From an optimization exercise on the open Yosys and OpenROAD flow, aimed at small area and a short achievable clock period; shortcuts taken in it are not production practice. Power is estimated from default activity; no workload was simulated.

==> job 2885 <==
==> flow/design.v (excerpt) <==
module MULTI_32bit(clk, rst, A, B, F);
  input clk, rst;
  input [31:0] A;
  input [31:0] B;
  output reg [31:0] F;
  reg r1_s;
  reg [7:0] r1_e;
  reg r1_c0_0;
  reg r1_c0_1;
  reg r1_c1_0;
  reg r1_c2_0;
  reg r1_c3_0;
  reg r1_c3_1;
  reg r1_c3_2;
  reg r1_c4_0;
  reg r1_c4_1;
  reg r1_c5_0;
  reg r1_c5_1;
  reg r1_c6_0;
  reg r1_c6_1;
  reg r1_c6_2;
  reg r1_c6_3;
  reg r1_c7_0;
  reg r1_c7_1;
  reg r1_c7_2;
  reg r1_c8_0;
  reg r1_c8_1;
  reg r1_c8_2;
  reg r1_c9_0;
  reg r1_c9_1;
  reg r1_c9_2;
  reg r1_c9_3;
  reg r1_c9_4;
  reg r1_c10_0;
  reg r1_c10_1;
  reg r1_c10_2;
  reg r1_c10_3;
  reg r1_c11_0;
  reg r1_c11_1;
  reg r1_c11_2;
  reg r1_c11_3;
  reg r1_c12_0;
  reg r1_c12_1;
  reg r1_c12_2;
  reg r1_c12_3;
  reg r1_c12_4;
  reg r1_c12_5;
  reg r1_c13_0;
  reg r1_c13_1;
  reg r1_c13_2;
  reg r1_c13_3;
  reg r1_c13_4;
  reg r1_c14_0;
  reg r1_c14_1;
  reg r1_c14_2;
  reg r1_c14_3;
  reg r1_c14_4;
  reg r1_c15_0;
  reg r1_c15_1;
  reg r1_c15_2;
  reg r1_c15_3;
  reg r1_c15_4;
  reg r1_c15_5;
  reg r1_c15_6;
  reg r1_c16_0;
  reg r1_c16_1;
  reg r1_c16_2;
  reg r1_c16_3;
  reg r1_c16_4;
  reg r1_c16_5;
  reg r1_c17_0;
  reg r1_c17_1;
  reg r1_c17_2;
  reg r1_c17_3;
  reg r1_c17_4;
  reg r1_c17_5;
  reg r1_c18_0;
  reg r1_c18_1;
  reg r1_c18_2;
  reg r1_c18_3;
  reg r1_c18_4;
  reg r1_c18_5;
  ...
clock: 7.0 ns
lec_check: 0
abc_clock_period_in_ps: 2500
cap_margin: 20
core_margin: 2
core_utilization: 40
cts_buf_list: sky130_fd_sc_hd__clkbuf_16
cts_cluster_diameter: 80
cts_cluster_size: 30
setup_slack_margin: 4.3
slew_margin: 20
synth_hierarchical: 1
synth_minimum_keep_size: 0
standard.sh (not shown) runs the stock make flow with config.mk's settings and CLKGATE_MAP_FILE= SYNTH_SCRIPT=/design/flow/synth_recipe.tcl, a recipe that flattens the netlist after the stock synthesis.
==> flow/flow/run.sh <==
#!/bin/bash
# The standard layout, but with port buffers of a plain buffer cell
# (buffer_ports otherwise picks a delay cell, clkdlybuf4s50_1).
set -euo pipefail
export BUFFER_PORTS_ARGS="-buffer_cell sky130_fd_sc_hd__buf_4"
bash standard.sh > make_finish.log 2>&1
==> inputs of job 696, as changes to job 2885 <==
--- a/flow/design.v
+++ b/flow/design.v
@@ -3305,14 +3305,16 @@
   MULTI_32bit_pp u_pp47 (.one(one4), .two(two5), .t0(xt46), .t1(xt44), .pp(pp47));
   MULTI_32bit_pp u_pp49 (.one(one4), .two(two5), .t0(xt48), .t1(xt46), .pp(pp49));
   MULTI_32bit_pp u_pp51 (.one(one4), .two(two5), .t0(xt50), .t1(xt48), .pp(pp51));
   MULTI_32bit_pp u_pp53 (.one(one4), .two(two5), .t0(xt52), .t1(xt50), .pp(pp53));
   MULTI_32bit_pp u_pp55 (.one(one4), .two(two5), .t0(xi54), .t1(xt52), .pp(pp55));
   MULTI_32bit_pp u_pp57 (.one(one4), .two(two5), .t0(neg6), .t1(xi56), .pp(pp57));
-  MULTI_32bit_enc u_enc1_0 (.y2(B[3]), .y1(B[2]), .y0(B[1]), .one(one59), .two(two60), .neg(neg61));
-  MULTI_32bit_enc u_enc1_1 (.y2(B[3]), .y1(B[2]), .y0(B[1]), .one(one62), .two(two63), .neg(neg64));
+  MULTI_32bit_xor u_one1_0 (.a(B[2]), .b(B[1]), .y(one59));
+  MULTI_32bit_enc2 u_enc1_0 (.y2(B[3]), .y1(B[2]), .y0(B[1]), .two(two60), .neg(neg61));
+  MULTI_32bit_xor u_one1_1 (.a(B[2]), .b(B[1]), .y(one62));
+  MULTI_32bit_enc2 u_enc1_1 (.y2(B[3]), .y1(B[2]), .y0(B[1]), .two(two63), .neg(neg64));
   MULTI_32bit_pp u_pp66 (.one(one59), .two(two60), .t0(xt65), .t1(neg61), .pp(pp66));
   MULTI_32bit_pp u_pp68 (.one(one59), .two(two60), .t0(xt67), .t1(xt65), .pp(pp68));
   MULTI_32bit_pp u_pp70 (.one(one59), .two(two60), .t0(xt69), .t1(xt67), .pp(pp70));
   MULTI_32bit_pp u_pp72 (.one(one59), .two(two60), .t0(xt71), .t1(xt69), .pp(pp72));
   MULTI_32bit_pp u_pp74 (.one(one59), .two(two60), .t0(xt73), .t1(xt71), .pp(pp74));
   MULTI_32bit_pp u_pp76 (.one(one59), .two(two60), .t0(xt75), .t1(xt73), .pp(pp76));
@@ -3332,14 +3334,16 @@
   MULTI_32bit_pp u_pp105 (.one(one62), .two(two63), .t0(xt104), .t1(xt102), .pp(pp105));
   MULTI_32bit_pp u_pp107 (.one(one62), .two(two63), .t0(xt106), .t1(xt104), .pp(pp107));
   MULTI_32bit_pp u_pp109 (.one(one62), .two(two63), .t0(xt108), .t1(xt106), .pp(pp109));
   MULTI_32bit_pp u_pp111 (.one(one62), .two(two63), .t0(xt110), .t1(xt108), .pp(pp111));
   MULTI_32bit_pp u_pp113 (.one(one62), .two(two63), .t0(xi112), .t1(xt110), .pp(pp113));
   MULTI_32bit_pp u_pp115 (.one(one62), .two(two63), .t0(neg64), .t1(xi114), .pp(pp115));
-  MULTI_32bit_enc u_enc2_0 (.y2(B[5]), .y1(B[4]), .y0(B[3]), .one(one117), .two(two118), .neg(neg119));
-  MULTI_32bit_enc u_enc2_1 (.y2(B[5]), .y1(B[4]), .y0(B[3]), .one(one120), .two(two121), .neg(neg122));
+  MULTI_32bit_xor u_one2_0 (.a(B[4]), .b(B[3]), .y(one117));
+  MULTI_32bit_enc2 u_enc2_0 (.y2(B[5]), .y1(B[4]), .y0(B[3]), .two(two118), .neg(neg119));
+  MULTI_32bit_xor u_one2_1 (.a(B[4]), .b(B[3]), .y(one120));
+  MULTI_32bit_enc2 u_enc2_1 (.y2(B[5]), .y1(B[4]), .y0(B[3]), .two(two121), .neg(neg122));
   MULTI_32bit_pp u_pp124 (.one(one117), .two(two118), .t0(xt123), .t1(neg119), .pp(pp124));
   MULTI_32bit_pp u_pp126 (.one(one117), .two(two118), .t0(xt125), .t1(xt123), .pp(pp126));
   MULTI_32bit_pp u_pp128 (.one(one117), .two(two118), .t0(xt127), .t1(xt125), .pp(pp128));
   MULTI_32bit_pp u_pp130 (.one(one117), .two(two118), .t0(xt129), .t1(xt127), .pp(pp130));
   MULTI_32bit_pp u_pp132 (.one(one117), .two(two118), .t0(xt131), .t1(xt129), .pp(pp132));
   MULTI_32bit_pp u_pp134 (.one(one117), .two(two118), .t0(xt133), .t1(xt131), .pp(pp134));
@@ -3359,14 +3363,16 @@
   MULTI_32bit_pp u_pp163 (.one(one120), .two(two121), .t0(xt162), .t1(xt160), .pp(pp163));
   MULTI_32bit_pp u_pp165 (.one(one120), .two(two121), .t0(xt164), .t1(xt162), .pp(pp165));
   MULTI_32bit_pp u_pp167 (.one(one120), .two(two121), .t0(xt166), .t1(xt164), .pp(pp167));
   MULTI_32bit_pp u_pp169 (.one(one120), .two(two121), .t0(xt168), .t1(xt166), .pp(pp169));
   MULTI_32bit_pp u_pp171 (.one(one120), .two(two121), .t0(xi170), .t1(xt168), .pp(pp171));
   MULTI_32bit_pp u_pp173 (.one(one120), .two(two121), .t0(neg122), .t1(xi172), .pp(pp173));
-  MULTI_32bit_enc u_enc3_0 (.y2(B[7]), .y1(B[6]), .y0(B[5]), .one(one175), .two(two176), .neg(neg177));
-  MULTI_32bit_enc u_enc3_1 (.y2(B[7]), .y1(B[6]), .y0(B[5]), .one(one178), .two(two179), .neg(neg180));
+  MULTI_32bit_xor u_one3_0 (.a(B[6]), .b(B[5]), .y(one175));
+  MULTI_32bit_enc2 u_enc3_0 (.y2(B[7]), .y1(B[6]), .y0(B[5]), .two(two176), .neg(neg177));
+  MULTI_32bit_xor u_one3_1 (.a(B[6]), .b(B[5]), .y(one178));
+  MULTI_32bit_enc2 u_enc3_1 (.y2(B[7]), .y1(B[6]), .y0(B[5]), .two(two179), .neg(neg180));
   MULTI_32bit_pp u_pp182 (.one(one175), .two(two176), .t0(xt181), .t1(neg177), .pp(pp182));
   MULTI_32bit_pp u_pp184 (.one(one175), .two(two176), .t0(xt183), .t1(xt181), .pp(pp184));
   MULTI_32bit_pp u_pp186 (.one(one175), .two(two176), .t0(xt185), .t1(xt183), .pp(pp186));
   MULTI_32bit_pp u_pp188 (.one(one175), .two(two176), .t0(xt187), .t1(xt185), .pp(pp188));
   MULTI_32bit_pp u_pp190 (.one(one175), .two(two176), .t0(xt189), .t1(xt187), .pp(pp190));
   MULTI_32bit_pp u_pp192 (.one(one175), .two(two176), .t0(xt191), .t1(xt189), .pp(pp192));
@@ -3386,14 +3392,16 @@
   MULTI_32bit_pp u_pp221 (.one(one178), .two(two179), .t0(xt220), .t1(xt218), .pp(pp221));
   MULTI_32bit_pp u_pp223 (.one(one178), .two(two179), .t0(xt222), .t1(xt220), .pp(pp223));
   MULTI_32bit_pp u_pp225 (.one(one178), .two(two179), .t0(xt224), .t1(xt222), .pp(pp225));
   MULTI_32bit_pp u_pp227 (.one(one178), .two(two179), .t0(xt226), .t1(xt224), .pp(pp227));
   MULTI_32bit_pp u_pp229 (.one(one178), .two(two179), .t0(xi228), .t1(xt226), .pp(pp229));
   MULTI_32bit_pp u_pp231 (.one(one178), .two(two179), .t0(neg180), .t1(xi230), .pp(pp231));
-  MULTI_32bit_enc u_enc4_0 (.y2(B[9]), .y1(B[8]), .y0(B[7]), .one(one233), .two(two234), .neg(neg235));
-  MULTI_32bit_enc u_enc4_1 (.y2(B[9]), .y1(B[8]), .y0(B[7]), .one(one236), .two(two237), .neg(neg238));
+  MULTI_32bit_xor u_one4_0 (.a(B[8]), .b(B[7]), .y(one233));
+  MULTI_32bit_enc2 u_enc4_0 (.y2(B[9]), .y1(B[8]), .y0(B[7]), .two(two234), .neg(neg235));
+  MULTI_32bit_xor u_one4_1 (.a(B[8]), .b(B[7]), .y(one236));
+  MULTI_32bit_enc2 u_enc4_1 (.y2(B[9]), .y1(B[8]), .y0(B[7]), .two(two237), .neg(neg238));
   MULTI_32bit_pp u_pp240 (.one(one233), .two(two234), .t0(xt239), .t1(neg235), .pp(pp240));
   MULTI_32bit_pp u_pp242 (.one(one233), .two(two234), .t0(xt241), .t1(xt239), .pp(pp242));
   MULTI_32bit_pp u_pp244 (.one(one233), .two(two234), .t0(xt243), .t1(xt241), .pp(pp244));
   MULTI_32bit_pp u_pp246 (.one(one233), .two(two234), .t0(xt245), .t1(xt243), .pp(pp246));
   MULTI_32bit_pp u_pp248 (.one(one233), .two(two234), .t0(xt247), .t1(xt245), .pp(pp248));
   MULTI_32bit_pp u_pp250 (.one(one233), .two(two234), .t0(xt249), .t1(xt247), .pp(pp250));
@@ -3413,14 +3421,16 @@
   MULTI_32bit_pp u_pp279 (.one(one236), .two(two237), .t0(xt278), .t1(xt276), .pp(pp279));
   MULTI_32bit_pp u_pp281 (.one(one236), .two(two237), .t0(xt280), .t1(xt278), .pp(pp281));
   MULTI_32bit_pp u_pp283 (.one(one236), .two(two237), .t0(xt282), .t1(xt280), .pp(pp283));
   MULTI_32bit_pp u_pp285 (.one(one236), .two(two237), .t0(xt284), .t1(xt282), .pp(pp285));
   MULTI_32bit_pp u_pp287 (.one(one236), .two(two237), .t0(xi286), .t1(xt284), .pp(pp287));
   MULTI_32bit_pp u_pp289 (.one(one236), .two(two237), .t0(neg238), .t1(xi288), .pp(pp289));
-  MULTI_32bit_enc u_enc5_0 (.y2(B[11]), .y1(B[10]), .y0(B[9]), .one(one291), .two(two292), .neg(neg293));
-  MULTI_32bit_enc u_enc5_1 (.y2(B[11]), .y1(B[10]), .y0(B[9]), .one(one294), .two(two295), .neg(neg296));
+  MULTI_32bit_xor u_one5_0 (.a(B[10]), .b(B[9]), .y(one291));
+  MULTI_32bit_enc2 u_enc5_0 (.y2(B[11]), .y1(B[10]), .y0(B[9]), .two(two292), .neg(neg293));
+  MULTI_32bit_xor u_one5_1 (.a(B[10]), .b(B[9]), .y(one294));
+  MULTI_32bit_enc2 u_enc5_1 (.y2(B[11]), .y1(B[10]), .y0(B[9]), .two(two295), .neg(neg296));
   MULTI_32bit_pp u_pp298 (.one(one291), .two(two292), .t0(xt297), .t1(neg293), .pp(pp298));
   MULTI_32bit_pp u_pp300 (.one(one291), .two(two292), .t0(xt299), .t1(xt297), .pp(pp300));
   MULTI_32bit_pp u_pp302 (.one(one291), .two(two292), .t0(xt301), .t1(xt299), .pp(pp302));
   MULTI_32bit_pp u_pp304 (.one(one291), .two(two292), .t0(xt303), .t1(xt301), .pp(pp304));
   MULTI_32bit_pp u_pp306 (.one(one291), .two(two292), .t0(xt305), .t1(xt303), .pp(pp306));
   MULTI_32bit_pp u_pp308 (.one(one291), .two(two292), .t0(xt307), .t1(xt305), .pp(pp308));
@@ -3440,14 +3450,16 @@
   MULTI_32bit_pp u_pp337 (.one(one294), .two(two295), .t0(xt336), .t1(xt334), .pp(pp337));
   MULTI_32bit_pp u_pp339 (.one(one294), .two(two295), .t0(xt338), .t1(xt336), .pp(pp339));
   MULTI_32bit_pp u_pp341 (.one(one294), .two(two295), .t0(xt340), .t1(xt338), .pp(pp341));
   MULTI_32bit_pp u_pp343 (.one(one294), .two(two295), .t0(xt342), .t1(xt340), .pp(pp343));
   MULTI_32bit_pp u_pp345 (.one(one294), .two(two295), .t0(xi344), .t1(xt342), .pp(pp345));
   MULTI_32bit_pp u_pp347 (.one(one294), .two(two295), .t0(neg296), .t1(xi346), .pp(pp347));
-  MULTI_32bit_enc u_enc6_0 (.y2(B[13]), .y1(B[12]), .y0(B[11]), .one(one349), .two(two350), .neg(neg351));
-  MULTI_32bit_enc u_enc6_1 (.y2(B[13]), .y1(B[12]), .y0(B[11]), .one(one352), .two(two353), .neg(neg354));
+  MULTI_32bit_xor u_one6_0 (.a(B[12]), .b(B[11]), .y(one349));
+  MULTI_32bit_enc2 u_enc6_0 (.y2(B[13]), .y1(B[12]), .y0(B[11]), .two(two350), .neg(neg351));
+  MULTI_32bit_xor u_one6_1 (.a(B[12]), .b(B[11]), .y(one352));
+  MULTI_32bit_enc2 u_enc6_1 (.y2(B[13]), .y1(B[12]), .y0(B[11]), .two(two353), .neg(neg354));
   MULTI_32bit_pp u_pp356 (.one(one349), .two(two350), .t0(xt355), .t1(neg351), .pp(pp356));
   MULTI_32bit_pp u_pp358 (.one(one349), .two(two350), .t0(xt357), .t1(xt355), .pp(pp358));
   MULTI_32bit_pp u_pp360 (.one(one349), .two(two350), .t0(xt359), .t1(xt357), .pp(pp360));
   MULTI_32bit_pp u_pp362 (.one(one349), .two(two350), .t0(xt361), .t1(xt359), .pp(pp362));
   MULTI_32bit_pp u_pp364 (.one(one349), .two(two350), .t0(xt363), .t1(xt361), .pp(pp364));
   MULTI_32bit_pp u_pp366 (.one(one349), .two(two350), .t0(xt365), .t1(xt363), .pp(pp366));
@@ -3467,14 +3479,16 @@
   MULTI_32bit_pp u_pp395 (.one(one352), .two(two353), .t0(xt394), .t1(xt392), .pp(pp395));
   MULTI_32bit_pp u_pp397 (.one(one352), .two(two353), .t0(xt396), .t1(xt394), .pp(pp397));
   MULTI_32bit_pp u_pp399 (.one(one352), .two(two353), .t0(xt398), .t1(xt396), .pp(pp399));
   MULTI_32bit_pp u_pp401 (.one(one352), .two(two353), .t0(xt400), .t1(xt398), .pp(pp401));
   MULTI_32bit_pp u_pp403 (.one(one352), .two(two353), .t0(xi402), .t1(xt400), .pp(pp403));
   MULTI_32bit_pp u_pp405 (.one(one352), .two(two353), .t0(neg354), .t1(xi404), .pp(pp405));
-  MULTI_32bit_enc u_enc7_0 (.y2(B[15]), .y1(B[14]), .y0(B[13]), .one(one407), .two(two408), .neg(neg409));
-  MULTI_32bit_enc u_enc7_1 (.y2(B[15]), .y1(B[14]), .y0(B[13]), .one(one410), .two(two411), .neg(neg412));
+  MULTI_32bit_xor u_one7_0 (.a(B[14]), .b(B[13]), .y(one407));
+  MULTI_32bit_enc2 u_enc7_0 (.y2(B[15]), .y1(B[14]), .y0(B[13]), .two(two408), .neg(neg409));
+  MULTI_32bit_xor u_one7_1 (.a(B[14]), .b(B[13]), .y(one410));
+  MULTI_32bit_enc2 u_enc7_1 (.y2(B[15]), .y1(B[14]), .y0(B[13]), .two(two411), .neg(neg412));
   MULTI_32bit_pp u_pp414 (.one(one407), .two(two408), .t0(xt413), .t1(neg409), .pp(pp414));
   MULTI_32bit_pp u_pp416 (.one(one407), .two(two408), .t0(xt415), .t1(xt413), .pp(pp416));
   MULTI_32bit_pp u_pp418 (.one(one407), .two(two408), .t0(xt417), .t1(xt415), .pp(pp418));
   MULTI_32bit_pp u_pp420 (.one(one407), .two(two408), .t0(xt419), .t1(xt417), .pp(pp420));
   MULTI_32bit_pp u_pp422 (.one(one407), .two(two408), .t0(xt421), .t1(xt419), .pp(pp422));
   MULTI_32bit_pp u_pp424 (.one(one407), .two(two408), .t0(xt423), .t1(xt421), .pp(pp424));
@@ -3494,14 +3508,16 @@
   MULTI_32bit_pp u_pp453 (.one(one410), .two(two411), .t0(xt452), .t1(xt450), .pp(pp453));
   MULTI_32bit_pp u_pp455 (.one(one410), .two(two411), .t0(xt454), .t1(xt452), .pp(pp455));
   MULTI_32bit_pp u_pp457 (.one(one410), .two(two411), .t0(xt456), .t1(xt454), .pp(pp457));
   MULTI_32bit_pp u_pp459 (.one(one410), .two(two411), .t0(xt458), .t1(xt456), .pp(pp459));
   MULTI_32bit_pp u_pp461 (.one(one410), .two(two411), .t0(xi460), .t1(xt458), .pp(pp461));
   MULTI_32bit_pp u_pp463 (.one(one410), .two(two411), .t0(neg412), .t1(xi462), .pp(pp463));
-  MULTI_32bit_enc u_enc8_0 (.y2(B[17]), .y1(B[16]), .y0(B[15]), .one(one465), .two(two466), .neg(neg467));
-  MULTI_32bit_enc u_enc8_1 (.y2(B[17]), .y1(B[16]), .y0(B[15]), .one(one468), .two(two469), .neg(neg470));
+  MULTI_32bit_xor u_one8_0 (.a(B[16]), .b(B[15]), .y(one465));
+  MULTI_32bit_enc2 u_enc8_0 (.y2(B[17]), .y1(B[16]), .y0(B[15]), .two(two466), .neg(neg467));
+  MULTI_32bit_xor u_one8_1 (.a(B[16]), .b(B[15]), .y(one468));
+  MULTI_32bit_enc2 u_enc8_1 (.y2(B[17]), .y1(B[16]), .y0(B[15]), .two(two469), .neg(neg470));
   MULTI_32bit_pp u_pp472 (.one(one465), .two(two466), .t0(xt471), .t1(neg467), .pp(pp472));
   MULTI_32bit_pp u_pp474 (.one(one465), .two(two466), .t0(xt473), .t1(xt471), .pp(pp474));
   MULTI_32bit_pp u_pp476 (.one(one465), .two(two466), .t0(xt475), .t1(xt473), .pp(pp476));
   MULTI_32bit_pp u_pp478 (.one(one465), .two(two466), .t0(xt477), .t1(xt475), .pp(pp478));
   MULTI_32bit_pp u_pp480 (.one(one465), .two(two466), .t0(xt479), .t1(xt477), .pp(pp480));
   MULTI_32bit_pp u_pp482 (.one(one465), .two(two466), .t0(xt481), .t1(xt479), .pp(pp482));
@@ -3521,14 +3537,16 @@
   MULTI_32bit_pp u_pp511 (.one(one468), .two(two469), .t0(xt510), .t1(xt508), .pp(pp511));
   MULTI_32bit_pp u_pp513 (.one(one468), .two(two469), .t0(xt512), .t1(xt510), .pp(pp513));
   MULTI_32bit_pp u_pp515 (.one(one468), .two(two469), .t0(xt514), .t1(xt512), .pp(pp515));
   MULTI_32bit_pp u_pp517 (.one(one468), .two(two469), .t0(xt516), .t1(xt514), .pp(pp517));
   MULTI_32bit_pp u_pp519 (.one(one468), .two(two469), .t0(xi518), .t1(xt516), .pp(pp519));
   MULTI_32bit_pp u_pp521 (.one(one468), .two(two469), .t0(neg470), .t1(xi520), .pp(pp521));
-  MULTI_32bit_enc u_enc9_0 (.y2(B[19]), .y1(B[18]), .y0(B[17]), .one(one523), .two(two524), .neg(neg525));
-  MULTI_32bit_enc u_enc9_1 (.y2(B[19]), .y1(B[18]), .y0(B[17]), .one(one526), .two(two527), .neg(neg528));
+  MULTI_32bit_xor u_one9_0 (.a(B[18]), .b(B[17]), .y(one523));
+  MULTI_32bit_enc2 u_enc9_0 (.y2(B[19]), .y1(B[18]), .y0(B[17]), .two(two524), .neg(neg525));
+  MULTI_32bit_xor u_one9_1 (.a(B[18]), .b(B[17]), .y(one526));
+  MULTI_32bit_enc2 u_enc9_1 (.y2(B[19]), .y1(B[18]), .y0(B[17]), .two(two527), .neg(neg528));
   MULTI_32bit_pp u_pp530 (.one(one523), .two(two524), .t0(xt529), .t1(neg525), .pp(pp530));
   MULTI_32bit_pp u_pp532 (.one(one523), .two(two524), .t0(xt531), .t1(xt529), .pp(pp532));
   MULTI_32bit_pp u_pp534 (.one(one523), .two(two524), .t0(xt533), .t1(xt531), .pp(pp534));
   MULTI_32bit_pp u_pp536 (.one(one523), .two(two524), .t0(xt535), .t1(xt533), .pp(pp536));
   MULTI_32bit_pp u_pp538 (.one(one523), .two(two524), .t0(xt537), .t1(xt535), .pp(pp538));
   MULTI_32bit_pp u_pp540 (.one(one523), .two(two524), .t0(xt539), .t1(xt537), .pp(pp540));
@@ -3548,14 +3566,16 @@
   MULTI_32bit_pp u_pp569 (.one(one526), .two(two527), .t0(xt568), .t1(xt566), .pp(pp569));
   MULTI_32bit_pp u_pp571 (.one(one526), .two(two527), .t0(xt570), .t1(xt568), .pp(pp571));
   MULTI_32bit_pp u_pp573 (.one(one526), .two(two527), .t0(xt572), .t1(xt570), .pp(pp573));
   MULTI_32bit_pp u_pp575 (.one(one526), .two(two527), .t0(xt574), .t1(xt572), .pp(pp575));
   MULTI_32bit_pp u_pp577 (.one(one526), .two(two527), .t0(xi576), .t1(xt574), .pp(pp577));
   MULTI_32bit_pp u_pp579 (.one(one526), .two(two527), .t0(neg528), .t1(xi578), .pp(pp579));
-  MULTI_32bit_enc u_enc10_0 (.y2(B[21]), .y1(B[20]), .y0(B[19]), .one(one581), .two(two582), .neg(neg583));
-  MULTI_32bit_enc u_enc10_1 (.y2(B[21]), .y1(B[20]), .y0(B[19]), .one(one584), .two(two585), .neg(neg586));
+  MULTI_32bit_xor u_one10_0 (.a(B[20]), .b(B[19]), .y(one581));
+  MULTI_32bit_enc2 u_enc10_0 (.y2(B[21]), .y1(B[20]), .y0(B[19]), .two(two582), .neg(neg583));
+  MULTI_32bit_xor u_one10_1 (.a(B[20]), .b(B[19]), .y(one584));
+  MULTI_32bit_enc2 u_enc10_1 (.y2(B[21]), .y1(B[20]), .y0(B[19]), .two(two585), .neg(neg586));
   MULTI_32bit_pp u_pp588 (.one(one581), .two(two582), .t0(xt587), .t1(neg583), .pp(pp588));
   MULTI_32bit_pp u_pp590 (.one(one581), .two(two582), .t0(xt589), .t1(xt587), .pp(pp590));
   MULTI_32bit_pp u_pp592 (.one(one581), .two(two582), .t0(xt591), .t1(xt589), .pp(pp592));
   MULTI_32bit_pp u_pp594 (.one(one581), .two(two582), .t0(xt593), .t1(xt591), .pp(pp594));
   MULTI_32bit_pp u_pp596 (.one(one581), .two(two582), .t0(xt595), .t1(xt593), .pp(pp596));
   MULTI_32bit_pp u_pp598 (.one(one581), .two(two582), .t0(xt597), .t1(xt595), .pp(pp598));
==> results.txt <==
Job 2885 passed the timing, design-rule and antenna checks. Job 696 finished clean.
Against job 696, the count of clock-buffer cells in the layout of job 2885 is higher by 1.
Of job 696 and job 2885, job 2885 has the higher critical path depth (gap 5).
In job 2885 the synthesized cell count is lower than in job 696, by 0.99%.
In clock power, job 696 and job 2885 hardly differ.
In register-to-register slack, job 2885 and job 696 hardly differ.
Of job 2885 and job 696, job 2885 has the higher global-route usage (gap 0.51 points).
Against job 696, the sequential share of layout area of job 2885 is lower by 0.72 points.
Against job 696, the utilization of job 2885 is higher by 1.7 points.
Wire length: job 696 is smaller than job 2885 (0.39%).
No run of this note included a check of the RTL's function; only the layout flow was run.

[separate check: timing with driven ports]
How much do the figures lean on ideal ports? The routed layouts below were timed once more, with nothing changed but the port constraints.
Step 1: set_driving_cell puts a clkbuf_16 on clk and a buf_2 on each other input, an assumption about the parent block.
Step 2 moves the port delays by t, midway between the first and last clock arrival at a register: inputs arrive t later, outputs are due t later. That takes back most of the time a late clock gives input paths.
a / b / c = ideal ports / drivers / drivers and shift; a / b = the first two.
| run | shift t [ns] | setup WS [ns] | worst hold slack (ns) | worst setup path at the end | slew at the worst register clock pin (ns) |
|---|---|---|---|---|---|
| job 2885 | 0.626 | 4.271 / 4.271 / 3.718 | 0.332 / 0.332 / 0.332 | input to register | 0.11 / 0.11 |
| job 696 | 0.614 | 4.278 / 4.278 / 3.752 | 0.319 / 0.319 / 0.319 | input to register | 0.12 / 0.12 |
After both steps setup and hold are still met in every run listed. For job 2885, which loses most, drivers alone change the setup slack by 0.000 ns; drivers and shift together by -0.553 ns.
